Background: an optimization exercise with open tools, aiming at small area and a short achievable clock period. Do not read the settings as production practice.
Function was checked by simulation only, so behaviour that the tests miss may differ from the original.

## DLL_RX_TOP
module DLL_RX_TOP (
    input  wire         clk,
    input  wire         rst,
    input  wire         DL_Down,
    input  wire [127:0] I_DLL,
    input  wire         In_vld,
    input  wire [5:0]   In_len,
    input  wire         In_end,
    input  wire         In_type,
    input  wire         initiate_ack,
    input  wire         initiate_nak,
    output wire [127:0] Data_o,
    output wire         Data_vld,
    output wire         Data_end,
    output wire [5:0]   Data_len,
    output wire [11:0]  req_seq_num,
    output wire         schedule_ack,
    output wire         NAK_SCHEDULED,
    output wire         CRC_CHK_vld_dllp,
    output wire         ack_nak_time_out
);
==> flow/config.mk <==
export PLATFORM = sky130hd
export DESIGN_NAME = DLL_RX_TOP
export DESIGN_NICKNAME = DLL_RX_TOP
export VERILOG_FILES = /design/flow/design.v
export SDC_FILE = /design/flow/constraint.sdc
export NUM_CORES = 4
export LEC_CHECK = 0
export CAP_MARGIN = 20
export CORE_MARGIN = 2
export CORE_UTILIZATION = 40
export CTS_BUF_LIST = sky130_fd_sc_hd__clkbuf_8
export CTS_CLUSTER_DIAMETER = 100
export CTS_CLUSTER_SIZE = 14
export SLEW_MARGIN = 20
export SYNTH_HIERARCHICAL = 1
==> flow/constraint.sdc <==
create_clock -name core_clock -period 40.0 [get_ports {clk}]
set_input_delay 8.0000 -clock core_clock [delete_from_list [all_inputs] [get_ports {clk}]]
set_output_delay 8.0000 -clock core_clock [all_outputs]
set_load 0.01 [all_outputs]
standard.sh (not shown) runs the stock make flow with config.mk's settings and CLKGATE_MAP_FILE= SYNTH_SCRIPT=/design/flow/synth_recipe.tcl, a recipe that flattens the netlist after the stock synthesis.
==> flow/flow/run.sh <==
#!/bin/bash
# The standard ORFS layout (standard.sh), with these changes:
#  - synthesis (hierarchical, SYNTH_HIERARCHICAL 1 in config.mk, then
#    flattened by synth_recipe.tcl) maps the largest LCRC XOR network
#    (lcrc_lo) with the standard ABC script, the DLLP check with a
#    delay-targeted one and the rest with an area-oriented one
#    (flow/synth.tcl, flow/abc_*.script);
#  - after synthesis, flow/netlist_edit.py splits each xor3/xnor3 cell into two
#    2-input cells and sets upsized combinational cells back to size 1 (same
#    netlist structure and registers; the layout's repair steps resize);
#  - ports are buffered with sky130_fd_sc_hd__buf_1 instead of the resizer's
#    default choice (a delay cell);
#  - repair_timing aims for 23 ns of setup slack, so it speeds up the
#    combinational DLLP check from the I_DLL ports to CRC_CHK_vld_dllp.
# ORFS writes each step's log under orfs/logs; make's output goes to
# synth.log and standard.log, the netlist edit's to netlist_edit.log.
set -eo pipefail
export FLOW_DIR=$PWD/flow
export FLOW_SYNTH_TCL=$PWD/synth_recipe.tcl
export ABC_SPEED_MODULES="lcrc_lo"
export ABC_DLLP_MODULES="CRC_CHK"
ARGS=(SYNTH_SCRIPT=$PWD/flow/synth.tcl BUFFER_PORTS_ARGS="-buffer_cell sky130_fd_sc_hd__buf_1" SETUP_SLACK_MARGIN=23)
RES=$PWD/orfs/results/$FLOW_PLATFORM/DLL_RX_TOP/base
bash standard.sh "${ARGS[@]}" synth > synth.log 2>&1
cp $RES/1_2_yosys.v $RES/1_2_yosys.orig.v
python3 flow/netlist_edit.py $RES/1_2_yosys.v \
  $FLOW_HOME/platforms/$FLOW_PLATFORM/lib/sky130_fd_sc_hd__tt_025C_1v80.lib > netlist_edit.log 2>&1
rm -f $RES/1_synth.odb $RES/1_synth.sdc
bash standard.sh "${ARGS[@]}" finish > standard.log 2>&1
==> flow/flow/synth.tcl <==
# The standard flow's synthesis script (synth_recipe.tcl, unchanged) with one change to the
# ABC mapping: the modules listed in ABC_SPEED_MODULES (the largest LCRC XOR network)
# are mapped with the standard script, as in the standard flow's own synthesis, the
# modules in ABC_DLLP_MODULES (the DLLP check, the critical path) with
# flow/abc_dllp.script (delay-targeted), and everything else with
# flow/abc_area.script (area-oriented).  Registers are mapped before ABC and
# are not affected.
proc abc {args} {
  set i [lsearch -exact $args -script]
  set speed $args
  set dllp $args
  lset dllp [expr {$i + 1}] $::env(FLOW_DIR)/abc_dllp.script
  lset args [expr {$i + 1}] $::env(FLOW_DIR)/abc_area.script
  foreach m $::env(ABC_SPEED_MODULES) { yosys abc {*}$speed $m }
  foreach m $::env(ABC_DLLP_MODULES) { yosys abc {*}$dllp $m }
  yosys abc {*}$args
}
source $::env(FLOW_SYNTH_TCL)
Other scripts of this flow, unchanged in this note and not shown: flow/flow/abc_area.script, flow/flow/abc_dllp.script, flow/flow/netlist_edit.py
Change:
--- a/flow/flow/run.sh
+++ b/flow/flow/run.sh
@@ -3,6 +3,5 @@
 #  - synthesis (hierarchical, SYNTH_HIERARCHICAL 1 in config.mk, then
-#    flattened by synth_recipe.tcl) maps the largest LCRC XOR network
-#    (lcrc_lo) with the standard ABC script, the DLLP check with a
-#    delay-targeted one and the rest with an area-oriented one
-#    (flow/synth.tcl, flow/abc_*.script);
+#    flattened by synth_recipe.tcl) maps the LCRC XOR-network modules with the
+#    standard ABC script, the DLLP check with a delay-targeted one and the
+#    rest with an area-oriented one (flow/synth.tcl, flow/abc_*.script);
 #  - after synthesis, flow/netlist_edit.py splits each xor3/xnor3 cell into two
@@ -12,3 +11,3 @@
 #    default choice (a delay cell);
-#  - repair_timing aims for 23 ns of setup slack, so it speeds up the
+#  - repair_timing aims for 22 ns of setup slack, so it speeds up the
 #    combinational DLLP check from the I_DLL ports to CRC_CHK_vld_dllp.
@@ -19,5 +18,5 @@
 export FLOW_SYNTH_TCL=$PWD/synth_recipe.tcl
-export ABC_SPEED_MODULES="lcrc_lo"
+export ABC_SPEED_MODULES="lcrc_lo lcrc_hs lcrc_fin"
 export ABC_DLLP_MODULES="CRC_CHK"
-ARGS=(SYNTH_SCRIPT=$PWD/flow/synth.tcl BUFFER_PORTS_ARGS="-buffer_cell sky130_fd_sc_hd__buf_1" SETUP_SLACK_MARGIN=23)
+ARGS=(SYNTH_SCRIPT=$PWD/flow/synth.tcl BUFFER_PORTS_ARGS="-buffer_cell sky130_fd_sc_hd__buf_1" SETUP_SLACK_MARGIN=22)
 RES=$PWD/orfs/results/$FLOW_PLATFORM/DLL_RX_TOP/base
--- a/flow/flow/synth.tcl
+++ b/flow/flow/synth.tcl
@@ -1,3 +1,3 @@
 # The standard flow's synthesis script (synth_recipe.tcl, unchanged) with one change to the
-# ABC mapping: the modules listed in ABC_SPEED_MODULES (the largest LCRC XOR network)
+# ABC mapping: the modules listed in ABC_SPEED_MODULES (the LCRC XOR networks)
 # are mapped with the standard script, as in the standard flow's own synthesis, the
The changed run completed with no timing, DRC or antenna violations.
Global-route usage decreases by 0.68 points.
Clock-buffer cell count decreases by 1.
Synthesized area increases by about 0.9%.
Sequential share of layout area increases by 0.39 points.
Clock skew increases by 0.037 ns.
Worst hold slack improved by 0.0094 ns.
Core utilization decreases by 0.98 points.
Via count hardly moves.
Sequential cell count is unchanged.
Change:
--- a/flow/flow/run.sh
+++ b/flow/flow/run.sh
@@ -3,5 +3,6 @@
 #  - synthesis (hierarchical, SYNTH_HIERARCHICAL 1 in config.mk, then
-#    flattened by synth_recipe.tcl) maps the LCRC XOR-network modules with the
-#    standard ABC script, the DLLP check with a delay-targeted one and the
-#    rest with an area-oriented one (flow/synth.tcl, flow/abc_*.script);
+#    flattened by synth_recipe.tcl) maps the largest LCRC XOR network
+#    (lcrc_lo) with the standard ABC script's restructuring but an
+#    area-oriented last mapping, the DLLP check with a delay-targeted script
+#    and the rest with an area-oriented one (flow/synth.tcl, flow/abc_*.script);
 #  - after synthesis, flow/netlist_edit.py splits each xor3/xnor3 cell into two
@@ -18,3 +19,3 @@
 export FLOW_SYNTH_TCL=$PWD/synth_recipe.tcl
-export ABC_SPEED_MODULES="lcrc_lo lcrc_hs lcrc_fin"
+export ABC_LO_MODULES="lcrc_lo"
 export ABC_DLLP_MODULES="CRC_CHK"
==> flow/flow/abc_lo.script (new file) <==
&get -n
&st
&dch
&nf
&st
&syn2
&if -g -K 6
&synch2
&nf
&st
&syn2
&if -g -K 6
&synch2
&nf
&st
&syn2
&if -g -K 6
&synch2
&nf
&st
&syn2
&if -g -K 6
&synch2
&nf
&st
&syn2
&if -g -K 6
&synch2
&nf -R 1000
&put
==> flow/flow/synth.tcl (replaced) <==
# The standard flow's synthesis script (synth_recipe.tcl, unchanged) with one change to the
# ABC mapping, module by module (SYNTH_HIERARCHICAL 1):
#  - ABC_LO_MODULES (the largest LCRC XOR network) get flow/abc_lo.script:
#    ORFS's abc_speed.script with its last mapping area-oriented and without
#    its final buffering and sizing;
#  - ABC_DLLP_MODULES (the DLLP check, the critical path) get
#    flow/abc_dllp.script (delay-targeted mapping);
#  - everything else gets flow/abc_area.script (area-oriented).
# Registers are mapped before ABC and are not affected.
proc abc {args} {
  set i [lsearch -exact $args -script]
  set lo $args
  lset lo [expr {$i + 1}] $::env(FLOW_DIR)/abc_lo.script
  set dllp $args
  lset dllp [expr {$i + 1}] $::env(FLOW_DIR)/abc_dllp.script
  lset args [expr {$i + 1}] $::env(FLOW_DIR)/abc_area.script
  foreach m $::env(ABC_LO_MODULES) { yosys abc {*}$lo $m }
  foreach m $::env(ABC_DLLP_MODULES) { yosys abc {*}$dllp $m }
  yosys abc {*}$args
}
source $::env(FLOW_SYNTH_TCL)
Core utilization went up by 1.7 points; non-clock buffer count rises by 79.

what the ideal ports hide:
How much do the figures lean on ideal ports? The routed layouts below were timed once more, with nothing changed but the port constraints. Step 1 (the two cells are an assumption about what drives the block):
set clk [get_ports {clk}]
set_driving_cell -lib_cell sky130_fd_sc_hd__clkbuf_16 $clk
set_driving_cell -lib_cell sky130_fd_sc_hd__buf_2 [delete_from_list [all_inputs] $clk]
Step 2 also shifts input and output timing later by t, the mid clock arrival at the registers, as if the neighbouring blocks saw the same clock. Three values: no drivers, after step 1, after step 2; two values: the first two.
| run | t (ns) | setup WS [ns] | clock arrival spread, ns |
|---|---|---|---|
| the first run | 0.774 | 21.985 / 21.959 / 21.959 | 0.060 / 0.059 |
| the second run | 0.779 | 22.109 / 22.078 / 22.078 | 0.096 / 0.097 |
| the third run | 0.780 | 22.044 / 22.018 / 22.018 | 0.046 / 0.046 |
After both steps every run listed still meets setup and hold. For the second run, which loses most, drivers alone change the setup slack by -0.031 ns; drivers and shift together by -0.031 ns.
